Source: an optimization exercise on an open RTL-to-GDS flow (aim: small area and a short achievable clock period). Production flows keep margins and buffers that such runs may drop. Function was checked by simulation only, so behaviour that the tests miss may differ from the original. Power figures rest on the tool's default switching activity, not on a simulated workload.

===== flow/flow/run.sh =====
#!/bin/bash
# The standard layout (standard.sh), with these changes to how it is made:
# - the port buffers are buf_2 cells instead of the default choice;
# - the clock tree's sinks are clustered in larger groups, without dummy loads;
# - the resizer's repair_timing aims for extra setup slack (the SDC is unchanged).
# The make output goes to flow_make.log here; each ORFS step keeps its own log under orfs/logs/.
set -uo pipefail
export BUFFER_PORTS_ARGS="-buffer_cell sky130_fd_sc_hd__buf_2"
export CTS_ARGS="-sink_clustering_enable -repair_clock_nets -sink_clustering_size 20 -sink_clustering_max_diameter 100 -dont_use_dummy_load"
export SETUP_SLACK_MARGIN=24.2
bash standard.sh finish > flow_make.log 2>&1

===== flow/design.v =====
`timescale 1ns/10ps
module bk_add #(parameter N = 64) (input logic [N-1:0] a, b, input logic cin,
		output logic [N-1:0] s, output logic co);
	localparam int TOP = (N > 32) ? 32 : (N > 16) ? 16 : (N > 8) ? 8 : (N > 4) ? 4 : (N > 2) ? 2 : 1;
	logic [N-1:0] g, p, gg, pp;
	always_comb begin
		g = a & b;
		p = a ^ b;
		gg = g;
		pp = p;
		gg[0] = g[0] | (p[0] & cin);
		for (int d = 1; d < N; d = d * 2)
			for (int i = 2*d - 1; i < N; i += 2*d) begin
				gg[i] = gg[i] | (pp[i] & gg[i-d]);
				pp[i] = pp[i] & pp[i-d];
			end
		for (int d = TOP; d >= 1; d = d / 2)
			for (int i = 3*d - 1; i < N; i += 2*d) begin
				gg[i] = gg[i] | (pp[i] & gg[i-d]);
				pp[i] = pp[i] & pp[i-d];
			end
		s = p ^ {gg[N-2:0], cin};
		co = gg[N-1];
	end
endmodule
module rf_aoi3(input logic s0, s1, s2, d0, d1, d2, output logic y);
	assign y = ~((s0 & d0) | (s1 & d1) | (s2 & d2));
endmodule
module rf_nand2(input logic a, b, output logic y);
	assign y = ~(a & b);
endmodule
module rf_nand11(input logic [10:0] y, output logic q);
	assign q = ~&y;
endmodule
module rf_rdbit(input logic [30:0] s, input logic [30:0] d, output logic q);
	logic [10:0] y;
	for (genvar k = 0; k < 10; k++) begin : g
		rf_aoi3 a(.s0(s[3*k]), .s1(s[3*k+1]), .s2(s[3*k+2]), .d0(d[3*k]), .d1(d[3*k+1]), .d2(d[3*k+2]), .y(y[k]));
	end
	rf_nand2 n(.a(s[30]), .b(d[30]), .y(y[10]));
	rf_nand11 o(.y(y), .q(q));
endmodule
module inc_dec #(parameter N = 36) (input logic [N-1:0] x, output logic [N-1:0] inc, dec);
	assign inc = x + 1'b1;
	assign dec = x - 1'b1;
endmodule
module CPU_pipeline(clk, reset, imem_addr, imem_data, dmem_addr, dmem_wdata, dmem_we, dmem_re, dmem_rdata);
	input logic clk, reset;
	output logic [63:0] imem_addr;
	input logic [31:0] imem_data;
	output logic [63:0] dmem_addr, dmem_wdata;
	output logic dmem_we, dmem_re;
	input logic [63:0] dmem_rdata;
	logic [63:0] pc;                  
	logic [25:0] inst;                
	logic [4:0]  r2a;                 
	logic        d_unc, d_blt, d_cbz, d_cb, d_bl, d_br, d_stur, d_addi, d_ldst,
	             d_subs, d_setf, d_regw, d_alusrc;  
	logic [63:0] pc_id;
	logic [4:0]  rd_ex;               
	logic [63:0] a_ex, b_ex;          
	logic [11:0] imm_ex;
	logic        immhi_ex, alusrc_ex, sub_ex, setf_ex, regw_ex, memr_ex, memw_ex, bl_ex, br_ex;
	logic        lt_flag;             
	logic [63:0] addr_mem, sdata_mem;  
	logic [4:0]  rd_mem;
	logic        regw_mem, memr_mem, memw_mem, bl_mem;
	logic [63:0] wb_val;              
	logic [4:0]  rd_wb;
	logic        regw_wb, bl_wb;
	logic [30:0][63:0] rf;            
	logic [10:0] op;
	assign op = imem_data[31:21];
	logic isADDI, isADDS, isB, isBLT, isBL, isBR, isCBZ, isLDUR, isSTUR, isSUBS;
	assign isADDI = op[10:1] == 10'b1001000100;
	assign isADDS = op == 11'b10101011000;
	assign isB    = op[10:5] == 6'b000101;
	assign isBLT  = op[10:3] == 8'b01010100;
	assign isBL   = op[10:5] == 6'b100101;
	assign isBR   = op == 11'b11010110000;
	assign isCBZ  = op[10:3] == 8'b10110100;
	assign isLDUR = op == 11'b11111000010;
	assign isSTUR = op == 11'b11111000000;
	assign isSUBS = op == 11'b11101011000;
	logic reg2loc;
	assign reg2loc = isADDI | isBR | isCBZ | isLDUR | isSTUR;
	always_ff @(posedge clk) begin
		inst <= imem_data[25:0];
		r2a <= reg2loc ? imem_data[4:0] : imem_data[20:16];
		d_unc <= ~reset & (isB | isBL | isBR);
		d_blt <= ~reset & isBLT;
		d_cbz <= ~reset & isCBZ;
		d_cb <= isBLT | isCBZ;
		d_bl <= ~reset & isBL;
		d_br <= ~reset & isBR;
		d_stur <= ~reset & isSTUR;
		d_addi <= ~reset & isADDI;
		d_ldst <= ~reset & (isLDUR | isSTUR);
		d_subs <= ~reset & isSUBS;
		d_setf <= ~reset & (isADDS | isSUBS);
		d_regw <= ~reset & (isADDI | isADDS | isSUBS | isLDUR | isBL);
		d_alusrc <= ~reset & (isADDI | isLDUR | isSTUR | isBL);
		pc_id <= pc;
	end
	logic [4:0] r1a;
	assign r1a = inst[9:5];
	logic [30:0] s1, s2;
	always_comb
		for (int i = 0; i < 31; i++) begin
			s1[i] = r1a == 5'(i);
			s2[i] = r2a == 5'(i);
		end
	logic [63:0] raw1, raw2;
	for (genvar b = 0; b < 64; b++) begin : rd
		logic [30:0] col;
		for (genvar i = 0; i < 31; i++) begin : c
			assign col[i] = rf[i][b];
		end
		rf_rdbit p1(.s(s1), .d(col), .q(raw1[b]));
		rf_rdbit p2(.s(s2), .d(col), .q(raw2[b]));
	end
	logic taken;
	assign taken = d_unc | (d_blt & lt_flag) | (d_cbz & ~|raw2);
	logic [25:0] offw;
	always_comb begin
		if (d_br)      offw = {{20{inst[15]}}, inst[15:10]};   
		else if (d_cb) offw = {{7{inst[23]}}, inst[23:5]};     
		else           offw = inst[25:0];                      
	end
	logic [25:0] tlo;
	logic tc;
	bk_add #(26) tadd(.a(pc_id[27:2]), .b(offw), .cin(1'b0), .s(tlo), .co(tc));
	logic [35:0] thi, hinc, hdec;
	inc_dec #(36) thid(.x(pc_id[63:28]), .inc(hinc), .dec(hdec));
	always_comb begin
		if (tc == offw[25]) thi = pc_id[63:28];
		else if (tc)        thi = hinc;
		else                thi = hdec;
	end
	logic [63:0] target;
	assign target = {thi, tlo, pc_id[1:0]};
	logic [63:0] next_pc;
	assign next_pc = br_ex ? raw2 : (taken ? target : pc + 64'd4);
	always_ff @(posedge clk)
		pc <= reset ? 64'd0 : next_pc;
	assign imem_addr = pc;
	logic [63:0] sum, wb_next;
	logic ex_ok, mem_ok, wb_ok;
	assign ex_ok = regw_ex & ~&rd_ex;
	assign mem_ok = regw_mem & ~&rd_mem;
	assign wb_ok = regw_wb & ~&rd_wb;
	logic fA1, fA2, fA3, fB1, fB2, fB3;
	assign fA1 = ex_ok & (rd_ex == r1a);
	assign fA2 = mem_ok & (rd_mem == r1a);
	assign fA3 = wb_ok & (rd_wb == r1a);
	assign fB1 = ex_ok & (rd_ex == r2a);
	assign fB2 = mem_ok & (rd_mem == r2a);
	assign fB3 = wb_ok & (rd_wb[3:0] == r2a[3:0]) & (rd_wb[4] == inst[9]);
	always_ff @(posedge clk) begin
		rd_ex <= inst[4:0];
		if (d_bl) a_ex <= pc_id;       
		else if (fA1) a_ex <= sum;
		else if (fA2) a_ex <= wb_next;
		else if (fA3) a_ex <= wb_val;
		else a_ex <= raw1;
		if (d_stur) b_ex <= raw2;      
		else if (fB1) b_ex <= sum;
		else if (fB2) b_ex <= wb_next;
		else if (fB3) b_ex <= wb_val;
		else b_ex <= raw2;
		imm_ex <= d_addi ? inst[21:10] : (d_bl ? 12'd4 : {{3{inst[20]}}, inst[20:12]});
		immhi_ex <= d_ldst & inst[20];
		alusrc_ex <= d_alusrc;
		sub_ex <= d_subs;
		setf_ex <= d_setf;
		regw_ex <= d_regw;
		memr_ex <= d_ldst;
		memw_ex <= d_stur;
		bl_ex <= d_bl;
		br_ex <= d_br;
	end
	logic [63:0] opB, opBx;
	assign opB = alusrc_ex ? {{52{immhi_ex}}, imm_ex} : b_ex;
	assign opBx = sub_ex ? ~opB : opB;
	logic co;
	bk_add #(64) alu(.a(a_ex), .b(opBx), .cin(sub_ex), .s(sum), .co(co));
	always_ff @(posedge clk) begin
		if (reset) lt_flag <= 1'b0;
		else if (setf_ex) lt_flag <= a_ex[63] ^ opBx[63] ^ co;
		addr_mem <= sum;
		sdata_mem <= b_ex;
		rd_mem <= rd_ex;
		regw_mem <= regw_ex;
		memr_mem <= memr_ex;
		memw_mem <= memw_ex;
		bl_mem <= bl_ex;
	end
	assign dmem_addr = addr_mem;
	assign dmem_wdata = sdata_mem;
	assign dmem_we = memw_mem;
	assign dmem_re = memr_mem;
	assign wb_next = memr_mem ? dmem_rdata : addr_mem;
	always_ff @(posedge clk) begin
		wb_val <= wb_next;
		rd_wb <= rd_mem;
		regw_wb <= regw_mem;
		bl_wb <= bl_mem;
	end
	logic [4:0] wa;
	assign wa = bl_wb ? 5'd30 : rd_wb;
	always_ff @(posedge clk) begin
		for (int i = 0; i < 31; i++)
			if (regw_wb && wa == 5'(i)) rf[i] <= wb_val;
	end
endmodule

===== flow/constraint.sdc =====
create_clock -name core_clock -period 32.0 [get_ports {clk}]
set_input_delay 6.4000 -clock core_clock [delete_from_list [all_inputs] [get_ports {clk}]]
set_output_delay 6.4000 -clock core_clock [all_outputs]
set_load 0.01 [all_outputs]

===== flow/config.mk =====
export PLATFORM = sky130hd
export DESIGN_NAME = CPU_pipeline
export DESIGN_NICKNAME = CPU_pipeline
export VERILOG_FILES = /design/flow/design.v
export SDC_FILE = /design/flow/constraint.sdc
export NUM_CORES = 4
export LEC_CHECK = 0
export CAP_MARGIN = 20
export CORE_MARGIN = 2
export CORE_UTILIZATION = 50
export SLEW_MARGIN = 20
export SYNTH_HIERARCHICAL = 1

===== flow/standard.sh =====
#!/bin/bash
# synth_recipe.tcl (not shown) runs the flow's synth.tcl, then flattens the netlist and writes it again
# the make line also repeats each setting of config.mk as NAME=value (left out here)
make -C /OpenROAD-flow-scripts/flow DESIGN_CONFIG=/design/flow/config.mk WORK_HOME=/design/flow/orfs CLKGATE_MAP_FILE= SYNTH_SCRIPT=/design/flow/synth_recipe.tcl "${@:-finish}"

==> impl_summary.txt, run 1 <==
----------------------------------------------------
[Synthesis]
  Post-synthesis cell area ... 104000 µm²
  Count of unique library cells instantiated by Yosys ... 82
  Flip-flop and latch count after synthesis ... 2519
  Number of warnings printed during yosys synthesis ... 9
  Library cell with the highest instance count after synthesis ... edfxtp_1
  Share of Yosys cell area claimed by the top area cell type ... 0.573
  Post-synth EDFFs ... 1984
  Top FF cell, synth ... edfxtp_1
  Biggest area contributors in the synthesized netlist ... edfxtp_1 (57%), a222oi_1 (12%), dfxtp_1 (10%), nand4_1 (1.8%), xnor2_1 (1.6%)
  Gate count of the mapped netlist ... 7067
  Synth cell count leaders ... edfxtp_1 (1984), a222oi_1 (1280), dfxtp_1 (535)
  Cell accounting for the most synthesized area ... edfxtp_1
  Post-Syn Nets ... 7301
  Syn avg cell area ... 14.7 µm²
  Register area share after synthesis ... 0.676
  Synth async-reset ratio ... 0

[Global routing]
  Remaining Overflow, GRT ... 0
  Pin count of the biggest net entering global routing ... 78
  Wire length of the first global-routing pass ... 609000 µm
  Vias in the first global route ... 78100
  Gr usage total ... 0.412
  Initial antenna violation count ... 32

[STA]
  Total setup violations reported at the end of the flow ... 0
  Max Transition Viols Final ... 0
  Max Clock Skew ... 0.0599 ns
  Worst max-slew margin expressed relative to the limit ... 0.139
  RSZ-0062 raised after global routing ... yes
  Fmax ... 0.128 GHz
  Slew at the pin closest to its max-slew limit ... 1.29 ns
  Endpoints failing hold ... 0
  Post-route setup TNS ... 0 ns
  Post-route clock period utilization ... 0.244
  Crit path time final ... 7.80 ns

[Power]
  Total power divided by cell area ... 63.3 nW/µm²
  Reported leakage power ... 38.8 nW
  Largest voltage drop on the vdd net ... 0.0489 mV

[Floorplanning]
  Core Box Area ... 207000 µm²
  I/O pin total ... 292
  Standard-cell row count ... 167
  Die extent in x ... 460 µm
  Effective utilization at floorplan ... 0.503
  Die area ... 212000 µm²
  Chip height ... 460 µm

[Worst setup path]
  Worst-path fanout max ... 2
  Endpoint required time on the critical path ... 25.60 ns
  Type of origin of the critical path ... register
  Sum of buffers and inverters on the critical path ... 1
  Critical Path Sink Type ... output port
  Slowest library cell on the worst path ... dfxtp_4
  Critical setup path kind ... reg -> out
  Critical Path AT ... 1.40 ns
  Dominant delay contributor by cell family on the critical path ... flip-flops
  Worst R2R End ... a_ex[55]
  Depth of the most critical reg-to-reg path ... 18
  Worst reg-to-reg setup slack ... 25.09 ns
  Series of cell instances along the critical path ... buf_6
  Delay of the slowest cell on the worst path ... 0.44 ns
  R2r startpoint ... alusrc_ex

[Layout]
  Filler Cells Inserted ... 16700
  Final-stage net count ... 7809
  Area occupied by multi-input gates ... 32900 µm²
  Final non-filler cell area ... 115000 µm²
  Register area ... 70600 µm²
  Proportion of layout cells with a drive suffix above 1 ... 0.142
  Layout Area Growth over Synthesis ... 10.8%
  Final design utilization ... 0.557

[Clock tree]
  Worst-Skew Late Latency ... 0.87 ns
  # H-tree levels ... 4
  Inserted Clock Buffers ... 144
  Clock-pin slew of the registers on the worst-case setup and hold paths ... 0.09 ns
  Cell at the root of the clock tree ... clkbuf_16
  Number of buffers on the longest clock path ... 3
  Post-CTS Hold Fix Bufs ... 0
  TritonCTS clock tree ... built
  CTS sink count ... 2519

[Detailed routing]
  Final wirelength ... 453000 µm
  Number of DRC violations after detailed routing ... 0
  Iter 0 DRT Violations ... 21500
  Via total after detailed routing ... 82800
  Per-cell via count in the routed design ... 8.05
  Number of nets with antenna violations after detailed routing ... 0
  WL/cell ... 44.1 µm
  First-pass iteration count of the detailed router ... 14

[Min path]
  Origin of the worst min-delay path ... bl_ex
  Worst Hold Depth ... 0
  Capture endpoint of the worst hold path ... bl_mem
  HP Class ... reg -> reg

[Run status]
  Outcome ... timing/DRC/antenna clean

[Placement]
  Half-perimeter wire length after detailed placement ... 263000 µm
  Area after detailed placement ... 111000 µm²
  Port Buffer Count ... 291
  Placer's final routability congestion estimate ... 0.951

[Run]
  Maximum Capacitance Violations ... 0

----------------------------------------------------
final cells by class:
cell class,count,area share
sequential,2519,0.613
antenna,5,0.000109
timing repair buffer,592,0.0351
inverter,170,0.00554
clock buffer,144,0.0313
multi-input combinational,4148,0.286
tap,2704,0.0294
state kept, by name, summed over array words and instances (netlist names), 5 cells and up:
register,cells
a_ex,64
addr_mem,64
b_ex,64
imm_ex,12
inst,26
pc,64
pc_id,64
r2a,5
rd_ex,5
rd_mem,5
rd_wb,5
rf,1984
sdata_mem,64
wb_val,64
worst reg2reg max path: cells and delay by family, from the launching register on:
kind	cells	cell delay (ns)
flops	1	0.30
simple gates	3	0.58
xor+xnor	2	0.72
buf+inv	3	1.31
fa+ha+maj	2	0.61
compound gates	8	3.30
worst max path at each step:
stage                              from       endpoint  slack (ns)  depth (start not counted)
after global placement            reset         pc[63]       23.52                          5
after CTS                  addr_mem[33]  dmem_addr[33]       24.19                          1
after floorplan           imem_data[23]         r2a[0]       24.23                          5
after detailed placement          reset         pc[63]       23.50                          5
after global routing       addr_mem[33]  dmem_addr[33]       24.19                          1
final                      addr_mem[33]  dmem_addr[33]       24.20                          1
per-stage QoR:
stage	std cells	total power [W]	setup slack [ns]	hold slack [ns]
floorplan	7067	0.00475	24.23	0.310
finish	10300	0.00730	24.20	0.313
global route	10300	0.00745	24.19	0.327
CTS	10300	0.00722	24.19	0.320
global placement	10100	0.00540	23.52	0.313
detailed placement	10100	0.00542	23.50	0.312
per-module statistics from Yosys (local to each module, per instance), excerpt:
| module | times used | cell area (µm²) | cells inside |
|---|---|---|---|
| CPU_pipeline | 1 | 82300 | 4479 |
| rf_nand11 | 128 | 23.8 | 4 |
| rf_nand2 | 128 | 3.75 | 1 |
| rf_aoi3 | 1280 | 10.0 | 1 |
repair_timing:
| item | in CTS | in global routing |
|---|---|---|
| hold endpoints to repair | 0 | 0 |
| buffers inserted | 45 | 0 |
| setup endpoints to repair | 89 | 15 |
| resized for setup | 186 | 9 |
layout by cell type, fill, tap and decap left out, types with 39 or more instances in the layout:
cell and instances:
a211o_1 66, a21oi_1 115, a222oi_1 1280, a22oi_1 64, and3_1 80, buf_2 256
buf_4 306, clkbuf_16 144, dfxtp_1 426, dfxtp_4 73, edfxtp_1 1984, fa_1 47
ha_1 89, inv_1 169, mux2i_1 147, nand2_1 340, nand3_1 241, nand4_1 302
nor2_1 248, nor2_4 72, nor3_1 76, nor4_1 39, o21bai_1 66, o221a_2 64
or3_1 135, xnor2_1 184, xor2_1 80
report_power, final:
group	switching (W)	internal [W]	total (W)
clock	0.00105	0.000802	0.00185
combinational	0.000864	0.000289	0.00115
sequential	0.000238	0.00405	0.00429
total	0.00215	0.00514	0.00730
per-layer routing:
metal | vias to the layer above | track usage | share of wire
met5 | - | 0 | 0.00034
met4 | 22 | 0.225 | 0.064
met3 | 1726 | 0.165 | 0.18
met2 | 8300 | 0.610 | 0.43
met1 | 41000 | 0.518 | 0.33
li1 | 31800 | - | -
kinds of logic after synthesis:
group,synth area share
adder cells (fa/ha/maj),0.0198
AND/OR/NAND/NOR,0.0853
buffers and inverters,0.0147
multiplexers,0.0150
AO/OA/AOI/OAI,0.167
other,0.0000361
XOR/XNOR,0.0223
flip-flops,0.676
==> run 2, diff against run 1 <==
==> flow/run.sh (new file) <==
#!/bin/bash
# synth_recipe.tcl (not shown) runs the flow's synth.tcl, then flattens the netlist and writes it again
# the make line also repeats each setting of config.mk as NAME=value (left out here)
make -C /OpenROAD-flow-scripts/flow DESIGN_CONFIG=/design/flow/config.mk WORK_HOME=/design/flow/orfs CLKGATE_MAP_FILE= SYNTH_SCRIPT=/design/flow/synth_recipe.tcl finish
--- a/flow/config.mk
+++ b/flow/config.mk
@@ -9,4 +9,6 @@
 export CORE_MARGIN = 2
 export CORE_UTILIZATION = 50
+export CTS_CLUSTER_DIAMETER = 100
+export CTS_CLUSTER_SIZE = 20
 export SLEW_MARGIN = 20
 export SYNTH_HIERARCHICAL = 1
removed: flow/flow/run.sh
removed: flow/standard.sh
==> impl_summary.txt, run 2 <==
----------------------------------------------------
[Run status]
  Outcome ... timing/DRC/antenna clean

[Layout]
  Commonest non-fill, non-tap cells in the layout ... edfxtp_1 (1984), a222oi_1 (1280), dfxtp_1 (508)
  Final-stage net count ... 7757
  Proportion of layout cells with a drive suffix above 1 ... 0.0884
  Largest register FFs ... 1984
  Most common cell after layout, fill and taps aside ... edfxtp_1
  Largest register by flop count ... rf
  Filler Cells Inserted ... 16600
  Layout Area Growth over Synthesis ... 11.8%

[Power]
  Sw power ... 0.00218 W
  Clock share of power ... 0.262
  Largest voltage drop on the vdd net ... 0.0473 mV
  Internal Pwr Total ... 0.00526 W
  Reported leakage power ... 38.4 nW
  Fraction of power consumed by sequential logic ... 0.579
  Total power divided by cell area ... 64.0 nW/µm²
  Gate power share ... 0.159
  Net Sw Frac ... 0.293

[Detailed routing]
  Met1 wire length ... 154000 µm
  Via total after detailed routing ... 82200
  Met2 wirelength from detailed routing ... 190000 µm
  First-pass iteration count of the detailed router ... 14
  Number of nets with antenna violations after detailed routing ... 0
  WL/cell ... 43.6 µm
  Max layer used ... met5
  Per-cell via count in the routed design ... 7.99
  Iter 0 DRT Violations ... 21000
  Number of DRC violations after detailed routing ... 0
  Final wirelength ... 448000 µm
  Length of routed met3 wiring ... 78000 µm

[Worst setup path]
  Critical setup path kind ... reg -> out
  Critical Path Sink Type ... output port
  Slowest library cell on the worst path ... dfxtp_1
  Series of cell instances along the critical path ... clkdlybuf4s50_1
  Endpoint required time on the critical path ... 25.60 ns
  Worst-path fanout max ... 7
  Delay of the slowest cell on the worst path ... 0.69 ns
  Logic depth of the worst setup path including buffers ... 1
  Dominant delay contributor by cell family on the critical path ... flip-flops
  Depth of the most critical reg-to-reg path ... 13
  Type of origin of the critical path ... register
  Sum of buffers and inverters on the critical path ... 1
  Worst reg-to-reg setup slack ... 24.97 ns
  Critical Path AT ... 2.21 ns

[STA]
  Post-route clock period utilization ... 0.269
  Endpoints failing hold ... 0
  Max Transition Viols Final ... 0
  Post-route setup TNS ... 0 ns
  Fmax ... 0.116 GHz
  Crit path time final ... 8.61 ns
  RSZ-0062 raised after global routing ... no
  Worst max-slew margin expressed relative to the limit ... 0.144
  Slew at the pin closest to its max-slew limit ... 1.28 ns
  Least setup slack across all paths after layout ... 23.39 ns
  Total setup violations reported at the end of the flow ... 0
  Max Clock Skew ... 0.0371 ns

[Synthesis]
  Gate count of the mapped netlist ... 7067
  Cell accounting for the most synthesized area ... edfxtp_1
  Synth async-reset ratio ... 0
  Post-synth EDFFs ... 1984
  Biggest area contributors in the synthesized netlist ... edfxtp_1 (57%), a222oi_1 (12%), dfxtp_1 (10%), nand4_1 (1.8%), xnor2_1 (1.6%)
  Library cell with the highest instance count after synthesis ... edfxtp_1
  Top FF cell, synth ... edfxtp_1
  Share of Yosys cell area claimed by the top area cell type ... 0.573
  Count of unique library cells instantiated by Yosys ... 82
  Number of warnings printed during yosys synthesis ... 9
  Post-synthesis cell area ... 104000 µm²
  Flip-flop and latch count after synthesis ... 2519
  Syn avg cell area ... 14.7 µm²
  Register area share after synthesis ... 0.676
  Synth cell count leaders ... edfxtp_1 (1984), a222oi_1 (1280), dfxtp_1 (535)
  Post-Syn Nets ... 7301

[Global routing]
  Wire length of the first global-routing pass ... 606000 µm
  Vias in the first global route ... 78200
  Gr usage total ... 0.410
  Initial antenna violation count ... 37
  Pin count of the biggest net entering global routing ... 81
  Remaining Overflow, GRT ... 0

[Placement]
  Half-perimeter wire length after detailed placement ... 265000 µm
  Minimum setup slack after placement ... 23.38 ns
  Port Buffer Count ... 291
  Placer's final routability congestion estimate ... 0.940

[Clock tree]
  Number of buffers on the longest clock path ... 3
  Post-cts gate resize count ... 0
  Buffers inserted during post-CTS setup optimization ... 0
  Inserted Clock Buffers ... 145
  Post-CTS Hold Fix Bufs ... 0
  CTS sink count ... 2519
  Worst-Skew Late Latency ... 0.87 ns
  # H-tree levels ... 4
  Clock-pin slew of the registers on the worst-case setup and hold paths ... 0.09 ns
  TritonCTS clock tree ... built
  Cell at the root of the clock tree ... clkbuf_16

[Floorplanning]
  I/O pin total ... 292
  Die extent in x ... 460 µm
  Standard-cell row count ... 167
  Effective utilization at floorplan ... 0.503
  Core Box Area ... 207000 µm²
  Chip height ... 460 µm
  Die area ... 212000 µm²

[Min path]
  HP Class ... reg -> reg
  Worst Hold Depth ... 0

[Run]
  Maximum Capacitance Violations ... 0

----------------------------------------------------
run 2: Yosys stat by module, one instance, submodules excluded, a selection:
module        area (µm²)  flops+latches
rf_aoi3             10.0              0
rf_nand11           23.8              0
CPU_pipeline       82300           2519
rf_nand2            3.75              0
run 2: routing by layer:
metal,vias to the layer above,GRT usage
li1,31700,-
met2,7961,0.600
met4,26,0.216
met1,40900,0.516
met3,1585,0.174
met5,-,0.00161
run 2: layout make-up:
type	instances	area, µm²	area share
timing repair buffer	539	4920	0.0423
tap	2704	3380	0.0291
clock buffer	179	3950	0.0339
inverter	170	638	0.00549
clock inverter	9	91.3	0.000785
multi-input combinational	4148	32900	0.283
antenna	19	47.5	0.000409
sequential	2519	70300	0.605
run 2: per-stage QoR:
| stage | util | cells | hold WS, ns | area [µm²] | total power, W |
|---|---|---|---|---|---|
| final | 0.562 | 10300 | 0.330 | 116000 | 0.00744 |
| after global routing | 0.562 | 10300 | 0.338 | 116000 | 0.00760 |
| after CTS | 0.562 | 10300 | 0.331 | 116000 | 0.00736 |
| after detailed placement | 0.542 | 10100 | 0.316 | 112000 | 0.00549 |
| after global placement | 0.542 | 10100 | 0.312 | 112000 | 0.00546 |
| after floorplan | - | 7067 | 0.310 | 104000 | 0.00475 |
run 2: kinds of logic after synthesis:
family	share of synthesized area
AO/OA/AOI/OAI	0.167
AND/OR/NAND/NOR	0.0853
XOR/XNOR	0.0223
other	0.0000361
flip-flops	0.676
multiplexers	0.0150
buffers and inverters	0.0147
adder cells (fa/ha/maj)	0.0198
run 2: final timing paths:
kind | startpoint | endpoint
worst min-delay path | memr_ex | memr_mem
worst min register to register | memr_ex | memr_mem
worst max register to register | r2a[1] | pc[13]
worst max-delay path | pc[45] | imem_addr[45]
run 2: power by group through the flow:
stage	Combinational, W	Sequential (W)	Clock (W)
floorplan	0.000359	0.00439	0
global placement	0.00110	0.00435	0
detailed placement	0.00112	0.00436	0
CTS	0.00113	0.00429	0.00195
global route	0.00122	0.00432	0.00206
finish	0.00118	0.00431	0.00195
==> run 3, diff against run 2 <==
==> flow/flow/run.sh (new file) <==
#!/bin/bash
# The standard layout (standard.sh), with these changes to how it is made:
# - the port buffers are buf_2 cells instead of the default choice;
# - the clock tree's sinks are clustered in larger groups, without dummy loads;
# - the resizer's repair_timing aims for extra setup slack (the SDC is unchanged);
# - the global router is offered less of met1/met2 (flow/fastroute.tcl).
# The make output goes to flow_make.log here; each ORFS step keeps its own log under orfs/logs/.
set -uo pipefail
HERE=$(pwd)
export BUFFER_PORTS_ARGS="-buffer_cell sky130_fd_sc_hd__buf_2"
export CTS_ARGS="-sink_clustering_enable -repair_clock_nets -sink_clustering_size 24 -sink_clustering_max_diameter 100 -dont_use_dummy_load"
export SETUP_SLACK_MARGIN=24.2
export FASTROUTE_TCL="$HERE/flow/fastroute.tcl"
bash standard.sh finish > flow_make.log 2>&1
==> flow/flow/fastroute.tcl (new file) <==
# Global routing: less of met1 and met2 offered to the global router, so that more
# signal wiring goes to met3 and met4 and the detailed router meets fewer conflicts.
set_global_routing_layer_adjustment met1 0.5
set_global_routing_layer_adjustment met2 0.4
set_global_routing_layer_adjustment met3-met5 0.2

set_routing_layers -clock $::env(MIN_CLK_ROUTING_LAYER)-$::env(MAX_ROUTING_LAYER)
set_routing_layers -signal $::env(MIN_ROUTING_LAYER)-$::env(MAX_ROUTING_LAYER)
==> flow/standard.sh (new file) <==
#!/bin/bash
# synth_recipe.tcl (not shown) runs the flow's synth.tcl, then flattens the netlist and writes it again
# the make line also repeats each setting of config.mk as NAME=value (left out here)
make -C /OpenROAD-flow-scripts/flow DESIGN_CONFIG=/design/flow/config.mk WORK_HOME=/design/flow/orfs CLKGATE_MAP_FILE= SYNTH_SCRIPT=/design/flow/synth_recipe.tcl "${@:-finish}"
--- a/flow/config.mk
+++ b/flow/config.mk
@@ -8,7 +8,5 @@
 export CAP_MARGIN = 20
 export CORE_MARGIN = 2
-export CORE_UTILIZATION = 50
-export CTS_CLUSTER_DIAMETER = 100
-export CTS_CLUSTER_SIZE = 20
+export CORE_UTILIZATION = 45
 export SLEW_MARGIN = 20
 export SYNTH_HIERARCHICAL = 1
removed: flow/run.sh
==> impl_summary.txt, run 3 <==
----------------------------------------------------
[Run status]
  Outcome ... timing/DRC/antenna clean

[Placement]
  Placer's final routability congestion estimate ... 1.01
  Port Buffer Count ... 291
  Half-perimeter wire length after detailed placement ... 274000 µm
  Area after detailed placement ... 111000 µm²

[Power]
  Net Sw Frac ... 0.294
  Internal Pwr Total ... 0.00498 W
  Gate power share ... 0.131
  Reported leakage power ... 38.5 nW
  Total Power ... 0.00706 W
  Largest voltage drop on the vdd net ... 0.0503 mV
  Clock share of power ... 0.236
  Total power divided by cell area ... 61.2 nW/µm²
  Sw power ... 0.00207 W
  Fraction of power consumed by sequential logic ... 0.633

[Worst setup path]
  Critical Path Sink Type ... output port
  Worst R2R End ... pc[28]
  Logic depth of the worst setup path including buffers ... 1
  Sum of buffers and inverters on the critical path ... 1
  Endpoint required time on the critical path ... 25.60 ns
  Type of origin of the critical path ... register
  Depth of the most critical reg-to-reg path ... 13
  Critical Path AT ... 1.49 ns
  Series of cell instances along the critical path ... buf_6
  Delay of the slowest cell on the worst path ... 0.44 ns
  Worst-path fanout max ... 6
  Worst reg-to-reg setup slack ... 24.80 ns
  R2r startpoint ... r2a[3]
  Destination of the critical timing path ... imem_addr[23]
  Dominant delay contributor by cell family on the critical path ... flip-flops
  Critical setup path kind ... reg -> out
  First element of the critical path ... pc[23]
  Slowest library cell on the worst path ... dfxtp_4

[STA]
  Min Hold Slack ... 0.272 ns
  Max Transition Viols Final ... 0
  Post-route clock period utilization ... 0.247
  Total setup violations reported at the end of the flow ... 0
  Slew at the pin closest to its max-slew limit ... 1.37 ns
  Crit path time final ... 7.89 ns
  RSZ-0062 raised after global routing ... yes
  Endpoints failing hold ... 0
  Max Clock Skew ... 0.103 ns
  Post-route setup TNS ... 0 ns
  Worst max-slew margin expressed relative to the limit ... 0.0861
  Fmax ... 0.127 GHz

[Clock tree]
  Number of buffers on the longest clock path ... 3
  TritonCTS clock tree ... built
  Inserted Clock Buffers ... 117
  Post-CTS Hold Fix Bufs ... 0
  Worst-Skew Late Latency ... 0.91 ns
  # H-tree levels ... 3
  Cell at the root of the clock tree ... clkbuf_16
  CTS sink count ... 2519
  Clock-pin slew of the registers on the worst-case setup and hold paths ... 0.10 ns

[Synthesis]
  Count of unique library cells instantiated by Yosys ... 82
  Cell accounting for the most synthesized area ... edfxtp_1
  Post-Syn Nets ... 7301
  Compound-Gate Fraction of Synth Area ... 0.167
  Biggest area contributors in the synthesized netlist ... edfxtp_1 (57%), a222oi_1 (12%), dfxtp_1 (10%), nand4_1 (1.8%), xnor2_1 (1.6%)
  Post-synthesis cell area ... 104000 µm²
  Share of Yosys cell area claimed by the top area cell type ... 0.573
  Gate count of the mapped netlist ... 7067
  Flip-flop and latch count after synthesis ... 2519
  Area fraction in and, or, nand and nor cells after synthesis ... 0.0853
  Share of synthesized cell area in full adder, half adder and majority cells ... 0.0198
  Synth async-reset ratio ... 0
  Synth Area in XOR/XNOR ... 0.0223
  Combinational family with the most area after synthesis ... compound AO/OA/AOI/OAI gates
  Library cell with the highest instance count after synthesis ... edfxtp_1
  Post-synth EDFFs ... 1984
  Top FF cell, synth ... edfxtp_1
  Number of warnings printed during yosys synthesis ... 9
  Register area share after synthesis ... 0.676
  Mux contribution to synthesized area ... 0.0150
  Syn avg cell area ... 14.7 µm²
  Synth cell count leaders ... edfxtp_1 (1984), a222oi_1 (1280), dfxtp_1 (535)

[Floorplanning]
  Effective utilization at floorplan ... 0.452
  Chip height ... 485 µm
  Die extent in x ... 485 µm
  Die area ... 235000 µm²
  Standard-cell row count ... 176
  Core Box Area ... 230000 µm²
  I/O pin total ... 292

[Layout]
  Register area ... 70700 µm²
  Final non-filler cell area ... 115000 µm²
  Largest register by flop count ... rf
  Largest register FFs ... 1984
  Final-stage net count ... 7790
  Commonest non-fill, non-tap cells in the layout ... edfxtp_1 (1984), a222oi_1 (1280), dfxtp_1 (383)
  Most common cell after layout, fill and taps aside ... edfxtp_1
  Filler Cells Inserted ... 19600
  Layout Area Growth over Synthesis ... 10.9%
  Area occupied by multi-input gates ... 32900 µm²
  Proportion of layout cells with a drive suffix above 1 ... 0.146

[Global routing]
  Vias in the first global route ... 86400
  Initial antenna violation count ... 71
  GRT busiest layer ... met2
  Remaining Overflow, GRT ... 0
  Met2 global-route usage ... 0.636
  Wire length of the first global-routing pass ... 647000 µm
  Gr usage total ... 0.488
  Met1 Track Usage GR ... 0.584
  Met3 track demand over resource in global routing ... 0.365
  Pin count of the biggest net entering global routing ... 78

[Detailed routing]
  Number of DRC violations after detailed routing ... 0
  Iter 0 DRT Violations ... 13000
  First-pass iteration count of the detailed router ... 14
  Final wirelength ... 474000 µm
  Via total after detailed routing ... 82300
  WL/cell ... 44.5 µm
  Per-cell via count in the routed design ... 7.74
  Number of nets with antenna violations after detailed routing ... 0

[Min path]
  HP Class ... reg -> reg

[Run]
  Maximum Capacitance Violations ... 0

----------------------------------------------------
-- run 3: cell counts after synthesis --
Identical to the previous run, type by type.
-- run 3: layer usage --
metal	share of wire	wire, µm	vias to the layer above
li1	-	-	31800
met5	0.0061	2890	-
met1	0.31	146000	39500
met3	0.21	99500	2642
met2	0.38	179000	8212
met4	0.097	46000	84
-- run 3: layout make-up --
class	count	area share
diodes	50	0.00108
clock buffers	117	0.0254
inverters	170	0.00553
multi-input cells	4148	0.285
flip-flops and latches	2519	0.612
well taps	3026	0.0328
repair buffers	600	0.0373
-- run 3: cells by family after synthesis --
group | count (synthesis)
AOI/OAI and AO/OA | 1879
DFF | 2519
adders and majority gates | 136
other | 1
xor gates and xnor gates | 265
muxes | 155
buffers and inverters | 400
and+or+nand+nor | 1712
-- run 3: timing repair --
item | CTS | global route
cloned | 0 | 0
endpoints found under the setup margin | 102 | 52
buffers inserted | 45 | 6
gates resized for setup | 242 | 26
-- run 3: metrics by stage --
step	worst slack, ns	util	std cells
finish	24.11	0.502	10600
global route	24.09	0.502	10600
CTS	24.14	0.500	10600
detailed placement	23.51	0.483	10400
global placement	23.52	0.483	10400
floorplan	24.23	-	7067
-- run 3: worst min-delay path by stage --
stage | from | endpoint | slack, ns | cells past startpoint
4_1_cts | bl_ex | bl_mem | 0.26 | 0
3_5_place_dp | memw_ex | memw_mem | 0.31 | 0
5_1_grt | bl_ex | bl_mem | 0.27 | 0
6_report | bl_ex | bl_mem | 0.27 | 0
2_1_floorplan | d_alusrc | alusrc_ex | 0.31 | 0
3_3_place_gp | memw_ex | memw_mem | 0.31 | 0
-- run 3: per-module statistics from Yosys, one instance, submodules excluded, a selection --
module / area [µm²] / flops+latches / copies in the design
CPU_pipeline: 82300 / 2519 / 1
rf_nand2: 3.75 / 0 / 128
rf_nand11: 23.8 / 0 / 128
rf_aoi3: 10.0 / 0 / 1280
-- run 3: power by group through the flow --
stage | clock (W) | sequential, W | combinational, W
after floorplan | 0 | 0.00439 | 0.000359
after global placement | 0 | 0.00450 | 0.000848
after detailed placement | 0 | 0.00452 | 0.000858
after CTS | 0.00167 | 0.00445 | 0.000877
final | 0.00167 | 0.00447 | 0.000922
after global routing | 0.00177 | 0.00449 | 0.000963

-- re-timing with driven ports --
The results above use ideal ports. As a check the final layouts listed here were re-extracted and re-timed, cells and wires unchanged. Step 1 sets driving cells, clkbuf_16 on the clock port and buf_2 on the other inputs (assumed; they add their load-dependent delay and slew). Step 2 times the ports against the registers' clock, not the clock port: input delays grow and output delays shrink by t, the midpoint of the rising clock arrivals with the driver on. Three values: ideal ports, drivers, drivers and shift; two values: the first two.
| run | shift t [ns] | slack for setup (ns) | clock arrival spread, ns | worst slew at a driven data input, ns | cell pins on the clock port's net |
|---|---|---|---|---|---|
| run 1 | 0.929 | 24.204 / 24.111 / 23.615 | 0.067 / 0.066 | 0.15 | 1 |
| run 2 | 0.946 | 23.388 / 23.299 / 23.335 | 0.037 / 0.038 | 0.10 | 1 |
| run 3 | 0.939 | 24.109 / 24.027 / 23.659 | 0.103 / 0.103 | 0.10 | 1 |
After both steps every run listed still meets setup and hold. For run 1, which loses most, drivers alone change the setup slack by -0.093 ns; drivers and shift together by -0.589 ns.
